Background: an optimization exercise with open tools, aiming at small area and a short achievable clock period. Do not read the settings as production practice. Only simulation tests tie the RTL to the original design; equivalence was not proved. Power and IR drop assume default switching activity.

==> flow/design.v <==
`timescale 1ns / 1ns
module reduce_instr#(
	parameter rank_z = 3'b0,
	parameter rank_y = 3'b0,
	parameter rank_x = 3'b0,
	parameter lg_numprocs = 3,
	parameter PayloadWidth = 32
)
(
	input [FlitWidth-1:0] packetIn,
	input [NewCommWidth-1:0] new_comm,
	input clk,
	input rst,
	output rd_en,
	output [FlitChildWidth-1:0] packetOut
);
localparam num_procs = 1 << lg_numprocs;
localparam opPos = PayloadWidth;
localparam opWidth = 4;
localparam AlgTypePos = opPos+opWidth;
localparam AlgTypeWidth = 2;
localparam TagPos=AlgTypePos+AlgTypeWidth;
localparam TagWidth = 8;
localparam ContextIdPos = TagPos+TagWidth;
localparam ContextIdWidth = 8;
localparam RankPos = ContextIdPos + ContextIdWidth;
localparam RankWidth = 9;
localparam Src_XPos = RankPos+RankWidth;
localparam Src_XWidth = 3;
localparam Src_YPos = Src_XPos+Src_XWidth;
localparam Src_YWidth = 3;
localparam Src_ZPos = Src_YPos+Src_YWidth;
localparam Src_ZWidth = 3;
localparam Dst_XPos = Src_ZPos+Src_ZWidth;
localparam Dst_XWidth = 3;
localparam Dst_YPos = Dst_XPos+Dst_XWidth;
localparam Dst_YWidth = 3;
localparam Dst_ZPos = Dst_YPos+Dst_YWidth;
localparam Dst_ZWidth = 3;
localparam SrcPos = Src_XPos;
localparam SrcWidth = Src_XWidth+Src_YWidth+Src_ZWidth;
localparam DstPos = Dst_XPos;
localparam DstWidth = Dst_XWidth+Dst_YWidth+Dst_ZWidth;
localparam ValidBitPos = Dst_ZPos+Dst_ZWidth;
localparam FlitWidth = ValidBitPos + 1;
localparam ChildrenPos=ValidBitPos+1;
localparam ChildrenWidth=lg_numprocs;
localparam FlitChildWidth = FlitWidth+ChildrenWidth;
localparam CommTableSize = 4;
localparam lgCommSizePos = lg_numprocs*DstWidth;
localparam CommChildrenPos = lgCommSizePos+lg_numprocs+1;
localparam LocalRankPos = CommChildrenPos + lg_numprocs;
localparam RootPos = LocalRankPos+DstWidth;
localparam CommTableWidth = RootPos + DstWidth + 1;
localparam NewCommWidth = CommTableWidth+ContextIdWidth;
localparam Scan = 4'b0011;
localparam AlltoAll = 4'b0100;
localparam LargeBcast = 4'b0101;
localparam MediumBcast = 4'b0110;
localparam ShortBcast = 4'b0111;
localparam Scatter = 4'b1000;
localparam LargeAllGather = 4'b1001;
localparam ShortAllGather = 4'b1010;
localparam Gather = 4'b1011;
localparam ShortReduce = 4'b1100;
localparam LargeReduce = 4'b1101;
localparam ShortAllReduce = 4'b1110;
localparam LargeAllReduce = 4'b1111;
assign rd_en = ((t_op==ShortAllReduce)||(t_op==ShortAllGather))?rd_en_doubling: (t_op == LargeAllGather)? rd_en_ring : (t_op == ShortBcast) ? rd_en_bcast : 1'b1;
function [SrcWidth-1:0] rank_lookup;
	input [DstWidth:0] idx;
	begin
		rank_lookup = 0;
		if (idx < num_procs*num_procs) begin
			case (idx[5:0])
			6'd0: rank_lookup = {3'b0, 3'b0, 3'b0};
			6'd1: rank_lookup = {3'b0, 3'b0, 3'b01};
			6'd2: rank_lookup = {3'b0, 3'b01, 3'b0};
			6'd3: rank_lookup = {3'b0, 3'b1, 3'b1};	 
			6'd4: rank_lookup = {3'b1, 3'b0, 3'b0};
			6'd5: rank_lookup = {3'b01, 3'b0, 3'b01};
			6'd6: rank_lookup = {3'b01, 3'b01, 3'b0};
			6'd7: rank_lookup = {3'b01, 3'b01, 3'b01};	 
			6'd8: rank_lookup = {3'b0, 3'b0, 3'b011};
			6'd9: rank_lookup = {3'b0, 3'b0, 3'b010};
			6'd10: rank_lookup = {3'b0, 3'b01, 3'b011};
			6'd11: rank_lookup = {3'b0, 3'b1, 3'b010};	 
			6'd12: rank_lookup = {3'b1, 3'b0, 3'b011};
			6'd13: rank_lookup = {3'b01, 3'b0, 3'b010};
			6'd14: rank_lookup = {3'b01, 3'b01, 3'b011};
			6'd15: rank_lookup = {3'b01, 3'b01, 3'b010};
			6'd16: rank_lookup = {3'b0, 3'b011, 3'b0};
			6'd17: rank_lookup = {3'b0, 3'b011, 3'b01};
			6'd18: rank_lookup = {3'b0, 3'b010, 3'b0};
			6'd19: rank_lookup = {3'b0, 3'b10, 3'b1};	 
			6'd20: rank_lookup = {3'b1, 3'b011, 3'b0};
			6'd21: rank_lookup = {3'b01, 3'b011, 3'b01};
			6'd22: rank_lookup = {3'b01, 3'b010, 3'b0};
			6'd23: rank_lookup = {3'b01, 3'b010, 3'b01};	 
			6'd24: rank_lookup = {3'b0, 3'b011, 3'b011};
			6'd25: rank_lookup = {3'b0, 3'b011, 3'b010};
			6'd26: rank_lookup = {3'b0, 3'b010, 3'b011};
			6'd27: rank_lookup = {3'b0, 3'b10, 3'b010};	 
			6'd28: rank_lookup = {3'b1, 3'b011, 3'b011};
			6'd29: rank_lookup = {3'b01, 3'b011, 3'b010};
			6'd30: rank_lookup = {3'b01, 3'b010, 3'b011};
			6'd31: rank_lookup = {3'b01, 3'b010, 3'b010};
			6'd32: rank_lookup = {3'b011, 3'b0, 3'b0};
			6'd33: rank_lookup = {3'b011, 3'b0, 3'b01};
			6'd34: rank_lookup = {3'b011, 3'b01, 3'b0};
			6'd35: rank_lookup = {3'b011, 3'b1, 3'b1};	 
			6'd36: rank_lookup = {3'b010, 3'b0, 3'b0};
			6'd37: rank_lookup = {3'b010, 3'b0, 3'b01};
			6'd38: rank_lookup = {3'b010, 3'b01, 3'b0};
			6'd39: rank_lookup = {3'b010, 3'b01, 3'b01};	 
			6'd40: rank_lookup = {3'b011, 3'b0, 3'b011};
			6'd41: rank_lookup = {3'b011, 3'b0, 3'b010};
			6'd42: rank_lookup = {3'b011, 3'b01, 3'b011};
			6'd43: rank_lookup = {3'b011, 3'b1, 3'b010};	 
			6'd44: rank_lookup = {3'b010, 3'b0, 3'b011};
			6'd45: rank_lookup = {3'b010, 3'b0, 3'b010};
			6'd46: rank_lookup = {3'b010, 3'b01, 3'b011};
			6'd47: rank_lookup = {3'b010, 3'b01, 3'b010};
			6'd48: rank_lookup = {3'b011, 3'b011, 3'b0};
			6'd49: rank_lookup = {3'b011, 3'b011, 3'b01};
			6'd50: rank_lookup = {3'b011, 3'b010, 3'b0};
			6'd51: rank_lookup = {3'b011, 3'b10, 3'b1};	 
			6'd52: rank_lookup = {3'b010, 3'b011, 3'b0};
			6'd53: rank_lookup = {3'b010, 3'b011, 3'b01};
			6'd54: rank_lookup = {3'b010, 3'b010, 3'b0};
			6'd55: rank_lookup = {3'b010, 3'b010, 3'b01};	 
			6'd56: rank_lookup = {3'b011, 3'b011, 3'b011};
			6'd57: rank_lookup = {3'b011, 3'b011, 3'b010};
			6'd58: rank_lookup = {3'b011, 3'b010, 3'b011};
			6'd59: rank_lookup = {3'b011, 3'b10, 3'b010};	 
			6'd60: rank_lookup = {3'b010, 3'b011, 3'b011};
			6'd61: rank_lookup = {3'b010, 3'b011, 3'b010};
			6'd62: rank_lookup = {3'b010, 3'b010, 3'b011};
			6'd63: rank_lookup = {3'b010, 3'b010, 3'b010};
			endcase
		end
	end
endfunction
function [DstWidth-1:0] row_field;
	input [CommTableWidth-1:0] row;
	input [DstWidth:0] off;
	reg [CommTableWidth+2*DstWidth+1:0] ext;
	begin
		ext = {{(2*DstWidth+2){1'b0}}, row};
		row_field = (off < CommTableWidth) ? ext[off[5:0] +: DstWidth] : {DstWidth{1'b0}};
	end
endfunction
reg[CommTableWidth-1:0] comm_table[CommTableSize-1:0];
reg [CommTableSize-1:0]i;
wire [ContextIdWidth-1:0]new_comm_context = new_comm[NewCommWidth-2:NewCommWidth-1-ContextIdWidth];
always @(posedge clk) begin
 if (rst) begin  
  for(i=0;i<CommTableSize;i=i+1)begin
	comm_table[i]<=0;
  end
 end
 else if((new_comm[NewCommWidth-1]==1'b1)&&(new_comm_context < CommTableSize))begin
		comm_table[new_comm_context[1:0]][CommTableWidth-2:0] <= new_comm[CommTableWidth-2:0];
		comm_table[new_comm_context[1:0]][CommTableWidth-1] <= 1'b1;
 end
end
wire [ContextIdWidth-1:0]pkt_context = packetIn[ContextIdPos+ContextIdWidth-1:ContextIdPos];
wire [CommTableWidth-1:0]comm_row = (pkt_context < CommTableSize) ? comm_table[pkt_context[1:0]] : {CommTableWidth{1'b0}};
wire [lg_numprocs-1:0]lg_commsize = comm_row[lgCommSizePos+lg_numprocs-1:lgCommSizePos];
wire [num_procs-1:0]commsize = 1 << lg_commsize;
wire [lg_numprocs-1:0]communicator_children = comm_row[CommChildrenPos+ChildrenWidth-1:CommChildrenPos];
wire [DstWidth-1:0]local_rank = comm_row[LocalRankPos+DstWidth-1:LocalRankPos];
wire [DstWidth-1:0]t_root = comm_row[RootPos+DstWidth-1:RootPos];
wire [TagWidth-1:0]t_tag = (packetIn[TagPos+TagWidth-1:TagPos])%commsize;
wire [DstWidth-1:0]t_rank = packetIn[RankPos+RankWidth-1:RankPos];
wire [opWidth-1:0]t_op = packetIn[opPos+opWidth-1:opPos];
wire [DstWidth-1:0]my_rank = {rank_z[Dst_ZWidth-1:0], rank_y[Dst_YWidth-1:0], rank_x[Dst_XWidth-1:0]};
wire from_guest = (my_rank!=packetIn[SrcPos+SrcWidth-1:SrcPos]);
reg [Dst_XWidth-1:0] dst_x_ring, dst_y_ring, dst_z_ring;
reg home_ring;
wire rd_en_ring = ((home_ring) || (!from_guest));
always @(posedge clk) begin
	if(rst) begin
		home_ring <= 0;
		{dst_z_ring, dst_y_ring, dst_x_ring} <= 0;
	end
	else if (packetIn[ValidBitPos])begin
		{dst_z_ring, dst_y_ring, dst_x_ring} <= (home_ring)? my_rank : (local_rank == (num_procs-1))? t_root : rank_lookup(local_rank+1);
		home_ring <= ((from_guest) && (!home_ring) && (t_op==LargeAllGather));
	end
	else begin
		{dst_z_ring, dst_y_ring, dst_x_ring} <= 0;
	end
end
wire [Dst_XWidth-1:0] dst_x_uptree, dst_y_uptree, dst_z_uptree;
wire [DstWidth:0]uptree_offset = (lg_commsize-communicator_children-1)*DstWidth;
assign {dst_z_uptree, dst_y_uptree, dst_x_uptree} = (local_rank == 0)? my_rank : rank_lookup(row_field(comm_row, uptree_offset));  
reg [Dst_XWidth-1:0] dst_x_bcast, dst_y_bcast, dst_z_bcast;
reg [lg_numprocs:0] send_again_bcast;
reg home_bcast, send_home_bcast, one_child;
wire valid_bcast = (t_op == ShortBcast);
wire [DstWidth:0]bcast_offset = ((lg_commsize - communicator_children)+send_again_bcast)*DstWidth;
wire [DstWidth:0]bcast_threshold = (lg_commsize-2)*DstWidth;
wire rd_en_bcast = (local_rank==0)? (bcast_offset == bcast_threshold) : (communicator_children == 1)? one_child : ((home_bcast)||(local_rank[0]));
always @(posedge clk) begin
	if(rst) begin
		{dst_x_bcast, dst_y_bcast, dst_z_bcast} <= 0;
		send_again_bcast <= 0;
		home_bcast <= 0;
		one_child <= 0;
	end
	else if (packetIn[ValidBitPos])begin
		if(send_again_bcast == communicator_children-1) begin
			send_again_bcast<=0;
			home_bcast <= (local_rank!=0);
		end
		else begin
			send_again_bcast <= ((!home_bcast)&&(valid_bcast))? send_again_bcast+1 : send_again_bcast;
			home_bcast <= 0;
		end
		case(communicator_children)
			3'b000: {dst_z_bcast, dst_y_bcast, dst_x_bcast} <= my_rank;
			3'b001: {dst_z_bcast, dst_y_bcast, dst_x_bcast} <= (one_child)? my_rank : rank_lookup(row_field(comm_row, DstWidth*(lg_numprocs-1)));
			default: {dst_z_bcast, dst_y_bcast, dst_x_bcast} <= (send_home_bcast)? my_rank : rank_lookup(row_field(comm_row, bcast_offset));
		endcase
		one_child <= ((communicator_children==1) && (!one_child) && (t_op==ShortBcast));
	end
end
always @(posedge clk)begin
	send_home_bcast <= (rst)? 0 : home_bcast;
end
reg [Dst_XWidth-1:0] dst_x_halving, dst_y_halving, dst_z_halving;
reg [lg_numprocs-1:0]bitmask;
reg higher_differs;
reg [DstWidth:0]halving_offset;
reg [lg_numprocs:0]p, f;
always @(*)begin
	higher_differs = 0;
	for(f=0; f<lg_numprocs; f=f+1)begin
		bitmask[f] = ((t_tag[lg_numprocs-1-f] != local_rank[lg_numprocs-1-f])&&(!higher_differs));
		higher_differs = higher_differs || (t_tag[lg_numprocs-1-f] != local_rank[lg_numprocs-1-f]);
	end
	halving_offset=0;
	for(p=0; p<lg_numprocs; p=p+1) begin
		if ((1<<p) <= bitmask)
			halving_offset = p*DstWidth;
	end
end
always @(posedge clk)begin	 
	if (rst) begin
		{dst_z_halving, dst_y_halving, dst_x_halving} <= 0;
	end
	else if (packetIn[ValidBitPos])begin
		{dst_z_halving, dst_y_halving, dst_x_halving} <= (t_tag == local_rank[TagWidth-1:0])? my_rank : rank_lookup(row_field(comm_row, halving_offset));
	end
end
reg [Dst_XWidth-1:0]dst_x_doubling, dst_y_doubling, dst_z_doubling;
reg [lg_numprocs:0]send_again_doubling;
reg [lg_numprocs:0]base2;
reg home_doubling, send_home_doubling;
integer a;
wire valid_doubling = ((t_op == ShortAllGather) || (t_op == ShortAllReduce));
wire [DstWidth - 1 : 0] diff  = (t_rank > local_rank)? t_rank - local_rank : local_rank - t_rank;
wire [DstWidth : 0] doubling_offset = (((lg_commsize - 1) - (send_again_doubling+base2)) * DstWidth);
wire rd_en_doubling = (from_guest)? ((home_doubling)||(diff==(commsize/2))) : (doubling_offset == DstWidth);
always @(*)begin
	base2 = 0;
	for(a=0; a<DstWidth; a=a+1) begin
		if (diff[a])
			base2 = a+1;
	end
end
always @(posedge clk)begin
	if(rst) begin
		{dst_z_doubling, dst_y_doubling, dst_x_doubling} <= 0;
		send_again_doubling <= 0;
		home_doubling <= 0;
	end
	else if(packetIn[ValidBitPos])begin
		if((send_again_doubling == (lg_commsize-base2-1))&&(!home_doubling))begin
			send_again_doubling <= 0;
			home_doubling <= from_guest;
		end
		else begin
			if(valid_doubling) begin
				send_again_doubling <= ((!home_doubling)&&(valid_doubling))? send_again_doubling+1 : send_again_doubling;
			end
			home_doubling <= 0;
		end
		{dst_z_doubling, dst_y_doubling, dst_x_doubling} <= ((send_home_doubling)||(diff==(commsize/2)))? my_rank : rank_lookup(row_field(comm_row, doubling_offset));
	end
end
always @(posedge clk) begin
	send_home_doubling <= (rst)? 0 : home_doubling;
end
wire meant_for_me = ((packetIn[DstPos+DstWidth-1:DstPos]==my_rank)&&(comm_row[CommTableWidth-1]));
reg [Dst_XWidth-1:0] dst1, dst2, dst3;
reg [ChildrenWidth-1:0]children;
reg [TagWidth-1:0]tag;
always @(posedge clk) begin
	if(rst) begin
		{dst1, dst2, dst3} <= 0;
		children <= 0;
		tag <= 0;
	end
	else if((meant_for_me)&&(t_op>4'b0)) begin
		tag <= packetIn[TagPos+TagWidth-1:TagPos];
		case(t_op)
			LargeBcast: 	begin
									children <= 0;
									{dst1, dst2, dst3} <= {dst_x_halving, dst_y_halving, dst_z_halving};
								end
			MediumBcast: 	begin
									children <= 0;
									{dst1, dst2, dst3} <= {dst_x_halving, dst_y_halving, dst_z_halving};
								end
			ShortBcast: 	begin
									children <= 0;
									{dst1, dst2, dst3} <= {dst_x_bcast, dst_y_bcast, dst_z_bcast};
								end
			Scatter: 		begin
									children <= 0;
									{dst1, dst2, dst3} <= {dst_x_halving, dst_y_halving, dst_z_halving};
								end
			LargeAllGather:begin
									children <= 0;
									{dst1, dst2, dst3} <= {dst_x_ring, dst_y_ring, dst_z_ring};
								end
			ShortAllGather:begin
									children <= 0;
									{dst1, dst2, dst3} <= {dst_x_doubling, dst_y_doubling, dst_z_doubling};
								end
			Gather: 			begin
									children <= 0;
									{dst1, dst2, dst3} <= {dst_x_uptree, dst_y_uptree, dst_z_uptree};
								end
			ShortReduce: 	begin
									children <= communicator_children;
									{dst1, dst2, dst3} <= {dst_x_uptree, dst_y_uptree, dst_z_uptree};
								end
			LargeReduce: 	begin
									children <= (t_tag == local_rank)? lg_commsize : (halving_offset/DstWidth);
									{dst1, dst2, dst3} <= {dst_x_halving, dst_y_halving, dst_z_halving};
								end
			ShortAllReduce:begin
									children <= ((send_home_doubling)||(diff==(commsize/2)))? lg_commsize : ((lg_commsize-1)-(doubling_offset/DstWidth));
									{dst1, dst2, dst3} <= {dst_x_doubling, dst_y_doubling, dst_z_doubling};
								end
			LargeAllReduce:begin
									children <= (t_tag == local_rank)? lg_commsize : (halving_offset/DstWidth);
									{dst1, dst2, dst3} <= {dst_x_halving, dst_y_halving, dst_z_halving};
								end
			default: 		begin
									children <= 0;
									{dst3, dst2, dst1} <= packetIn[DstPos+DstWidth-1:DstPos];
								end
		endcase
	end
	else begin
			tag <= packetIn[TagPos+TagWidth-1:TagPos];
			children <= 0;
		   {dst3, dst2, dst1} <= packetIn[DstPos+DstWidth-1:DstPos];
	end
end
reg [PayloadWidth-1:0]payload;
reg [ContextIdWidth-1:0]contextId;
reg [opWidth-1:0]op;
reg [AlgTypeWidth-1:0]algtype;
reg [RankWidth-1:0]rank;
reg [Src_XWidth-1:0] src_x, src_y, src_z;
reg valid;
reg ok_meant_for_me;
reg [RankWidth-1:0]loc_rank;
always @(posedge clk) begin
 if ((rst) || (!packetIn[ValidBitPos])) begin  
  payload<=0;
  contextId<=0;
  op <= 0;
  algtype <= 0;
  rank<=0;
  {src_z, src_y, src_x}<=0;
  valid<=0;
  ok_meant_for_me <= 0;
  loc_rank <= 0;
 end
 else begin
  payload<=packetIn[PayloadWidth-1:0];
  contextId <= pkt_context;
  op <= t_op;
  algtype <= packetIn[AlgTypePos+AlgTypeWidth-1:AlgTypePos];
  rank<= t_rank;
  {src_z, src_y, src_x}<= packetIn[SrcPos+SrcWidth-1:SrcPos];
  valid<=packetIn[ValidBitPos];
  ok_meant_for_me <= meant_for_me;
  loc_rank <= local_rank;
 end  
end  
assign packetOut[PayloadWidth-1:0] = payload;
assign packetOut[opPos+opWidth-1:opPos] = op;
assign packetOut[AlgTypePos+AlgTypeWidth-1:AlgTypePos] = algtype;
assign packetOut[TagPos+TagWidth-1:TagPos] = tag;
assign packetOut[ContextIdPos+ContextIdWidth-1:ContextIdPos] = contextId;
assign packetOut[DstPos+DstWidth-1:DstPos] = {dst3, dst2, dst1};
assign packetOut[RankPos+RankWidth-1:RankPos] = ((ok_meant_for_me)&&({dst3, dst2, dst1}!=my_rank))? loc_rank : rank;
assign packetOut[SrcPos+SrcWidth-1:SrcPos] = ((ok_meant_for_me)&&({dst3, dst2, dst1}!=my_rank))? my_rank : {src_z, src_y, src_x};
assign packetOut[ValidBitPos] = valid;
assign packetOut[ChildrenPos+ChildrenWidth-1:ChildrenPos] = children;
endmodule
==> flow/run.sh <==
#!/bin/bash
# synth_recipe.tcl (not shown) runs the flow's synth.tcl, then flattens the netlist and writes it again
# the make line also repeats each setting of config.mk as NAME=value (left out here)
make -C /OpenROAD-flow-scripts/flow DESIGN_CONFIG=/design/flow/config.mk WORK_HOME=/design/flow/orfs CLKGATE_MAP_FILE= SYNTH_SCRIPT=/design/flow/synth_recipe.tcl finish
==> flow/config.mk <==
export PLATFORM = sky130hd
export DESIGN_NAME = reduce_instr
export DESIGN_NICKNAME = reduce_instr
export VERILOG_FILES = /design/flow/design.v
export SDC_FILE = /design/flow/constraint.sdc
export NUM_CORES = 4
export LEC_CHECK = 0
export CAP_MARGIN = 20
export CORE_MARGIN = 2
export CORE_UTILIZATION = 40
export SLEW_MARGIN = 20
==> flow/constraint.sdc <==
create_clock -name core_clock -period 20.0 [get_ports {clk}]
set_input_delay 4.0000 -clock core_clock [delete_from_list [all_inputs] [get_ports {clk}]]
set_output_delay 4.0000 -clock core_clock [all_outputs]
set_load 0.01 [all_outputs]
==> flow_metrics.env <==
export IMPL_critical_path_max_stage_delay_ps=660
export IMPL_grt_pass1_vias=22400
export IMPL_synth_nets=3169
export IMPL_startpoint="packetIn[53]"
export IMPL_drtIter0Drc=1996
export IMPL_dieHeight_um=262
export IMPL_grt_overflow=0
export IMPL_hold_viol=0
export IMPL_end_kind="primary output"
export IMPL_avgSynthCellArea_um2=9.22
export IMPL_crit_type="input pin to primary output"
export IMPL_syn_inst=2879
export IMPL_routed_wl_um=90600
export IMPL_pre_cts_ws_ps=-707
export IMPL_grt_max_degree=63
export IMPL_finalSetupViolCount=0
export IMPL_grt_usage=0.262
export IMPL_min_from="dst_x_ring[2]"
export IMPL_htree_levels=2
export IMPL_timing_final_max_slew_violations=0
export IMPL_post_synth_top_area_cell="edfxtp_1"
export IMPL_cts_buffers=41
export IMPL_drt_pass1_iter_count=8
export IMPL_via_per_inst=5.82
export IMPL_total_power_uw=4250
export IMPL_ios=231
export IMPL_nets=3306
export IMPL_rrSetupSlack_ps=4370
export IMPL_place_hpwl_um=66700
export IMPL_status="timing/DRC/antenna clean"
export IMPL_fp_dieW_um=262
export IMPL_hold_path_depth=2
export IMPL_fmax_ghz=0.0523
export IMPL_slew_headroom=0.305
export IMPL_cts_clk_slew_worst_paths_ps=60
export IMPL_die_area_um2=68400
export IMPL_worst_clock_skew_ps=16.2
export IMPL_cts_sinks=348
export IMPL_p_per_area_nw_per_um2=136
export IMPL_leakage_uw=0.0121
export IMPL_clock_latency_ps=590
export IMPL_wire_per_inst_um=23.2
export IMPL_grt_antenna_before_repair=1
export IMPL_fin_ws_ps=871
export IMPL_cp_start_kind="input pin"
export IMPL_port_buffers=230
export IMPL_drive_above_1_share=0.104
export IMPL_row_count=94
export IMPL_synth_top_area_share=0.240
export IMPL_diodes=0
export IMPL_syn2layout_area_growth_pct=17.4
export IMPL_grt_pass1_wl_um=137000
export IMPL_place_congestion=0.972
export IMPL_instances_no_fill=3912
export IMPL_min_period_over_period=0.956
export IMPL_finalCriticalPeriod_ps=19130
export IMPL_ir_drop_mv=0.173
export IMPL_r2r_end="children[1]"
export IMPL_synth_area_leaders="edfxtp_1, dfxtp_1, mux2i_1"
export IMPL_drv_cap=0
export IMPL_critical_path_max_fanout=18
export IMPL_crit_top_cell="ha_1"
export IMPL_drcViolationCount=0
export IMPL_placed_cells=3834
export IMPL_vias=22800
export IMPL_core_area_um2=65700
export IMPL_clock_root_buffer="clkbuf_16"
export IMPL_fillCellCount=6131
export IMPL_reg2reg_depth=67
export IMPL_tightest_slew_ps=1030
export IMPL_cp_required_ps=16000
export IMPL_rr_startpoint="comm_table[0][28]"
export IMPL_worst_path_max_delay_cell="clkdlybuf4s50_1"
export IMPL_max_clock_path_buffers=3
export IMPL_hold_path_class="flop to flop"
export IMPL_ys_seq_area_frac=0.342
export IMPL_synth_edf_count=212
export IMPL_synth_seq_cells=348
export IMPL_ant_nets=0
export IMPL_cts_tree="done"
export IMPL_worstPathArrival_ps=15130
export IMPL_synth_distinct_cells=87
export IMPL_async_flop_share=0
export IMPL_start_util=0.404
export IMPL_netlist_area_um2=26500
export IMPL_ys_warn_count=1
export IMPL_yosys_most_used_dff="edfxtp_1"
export IMPL_worstSetupEndpoint="rd_en"
==> per-layer routing <==
metal	global-route usage	vias up	part of all wire
met3	0.0407	195	0.063
met4	0.104	0	0.043
li1	-	10700	-
met5	0	-	0
met1	0.345	11000	0.43
met2	0.431	867	0.46
==> where the power goes <==
part / total (uW) / switching (uW) / internal, uW
Sequential: 801 / 9.98 / 791
Clock: 790 / 321 / 470
Combinational: 2660 / 1520 / 1130
Total: 4250 / 1850 / 2400
==> registers in the layout, indices dropped and copies added (netlist names), 3 cells and up <==
| signal | cells |
|---|---|
| children | 3 |
| comm_table | 212 |
| contextId | 8 |
| dst1 | 3 |
| dst2 | 3 |
| dst3 | 3 |
| dst_x_ring | 3 |
| dst_y_ring | 3 |
| dst_z_ring | 3 |
| loc_rank | 9 |
| op | 4 |
| payload | 32 |
| rank | 9 |
| send_again_bcast | 4 |
| send_again_doubling | 4 |
| src_x | 3 |
| src_y | 3 |
| src_z | 3 |
| tag | 8 |
==> how the worst min path moves through the flow <==
stage	endpoint	slack (ps)
finish	dst1[2]	460
global placement	dst1[2]	450
detailed placement	dst1[2]	450
CTS	dst1[2]	470
global route	dst_z_doubling[1]	490
floorplan	dst1[2]	430
==> cell families after synthesis <==
kind of cell / share of synthesized area
and+or+nand+nor: 0.197
adders and majority gates: 0.0727
muxes: 0.164
xor gates and xnor gates: 0.0302
buffers and inverters: 0.0444
AOI/OAI and AO/OA: 0.149
DFF: 0.342
==> Yosys cell counts, types with 35 or more instances <==
master,number
a211oi_1,36
a21oi_1,143
a31oi_1,35
and2_1,274
clkbuf_1,153
dfxtp_1,136
edfxtp_1,212
ha_1,131
inv_1,103
mux2_2,60
mux2i_1,195
mux4_2,77
nand2_1,225
nor2_1,285
nor2b_1,35
nor3_1,63
o21a_1,36
o21ai_0,152
xnor2_1,57
==> cells in the final DEF (no fill, tap or decap), drive strengths merged, types with 60 or more instances in the layout <==
cell type,count
a21oi,143
and2,274
buf,64
clkdlybuf4s50,227
dfxtp,136
edfxtp,212
ha,131
inv,107
mux2,60
mux2i,195
mux4,77
nand2,225
nor2,285
nor3,63
o21ai,157
==> critical path, delay by kind of cell <==
kind | cells | cell delay [ps]
multiplexers | 2 | 670
AO/OA/AOI/OAI | 10 | 3120
adder cells (fa/ha/maj) | 5 | 1500
XOR/XNOR | 2 | 450
buffers and inverters | 7 | 2110
AND/OR/NAND/NOR | 11 | 3260
==> metrics by stage <==
step	hold WS, ps	TNS (ps)	cell area, um^2	util
global placement	447	0	29600	0.451
detailed placement	447	-4640	29600	0.451
CTS	465	0	31100	0.473
finish	464	0	31100	0.474
floorplan	428	0	26500	-
global route	492	-649	31100	0.474
==> layout make-up <==
cell class	count	area, um^2	share of cell area
multi-input cells	2224	16400	0.526
flip-flops and latches	348	9090	0.292
repair buffers	291	2750	0.0883
well taps	864	1080	0.0347
clock buffers	47	1080	0.0347
inverters	110	413	0.0133
clock inverters	28	342	0.0110
==> what timing repair did <==
item                                    in CTS  in global routing
resized for setup                            1                 16
buffers inserted                             0                  2
pin swaps                                    0                  1
endpoints found under the setup margin       3                 10
hold buffers                                 0                  0

## re-timing with driven ports
The flow's constraints put no driver on any port. The routed layout listed below was extracted and timed again, unchanged, in two steps.
Step 1 assumes that a clkbuf_16 drives the clock port and a buf_2 every other input.
Step 2 moves the port delays by t, midway between the first and last clock arrival at a register: inputs arrive t later, outputs are due t later. That takes back most of the time a late clock gives input paths.
a / b / c = no drivers / after step 1 / after step 2; a / b = the first two.
t (ns): 0.643
slack for setup (ns): 0.871 / 0.845 / 0.369
worst setup path after step 2: input to register
After both steps this run still meets setup and hold. The setup slack of this run moves by -0.026 ns with the drivers and by -0.502 ns with both steps.
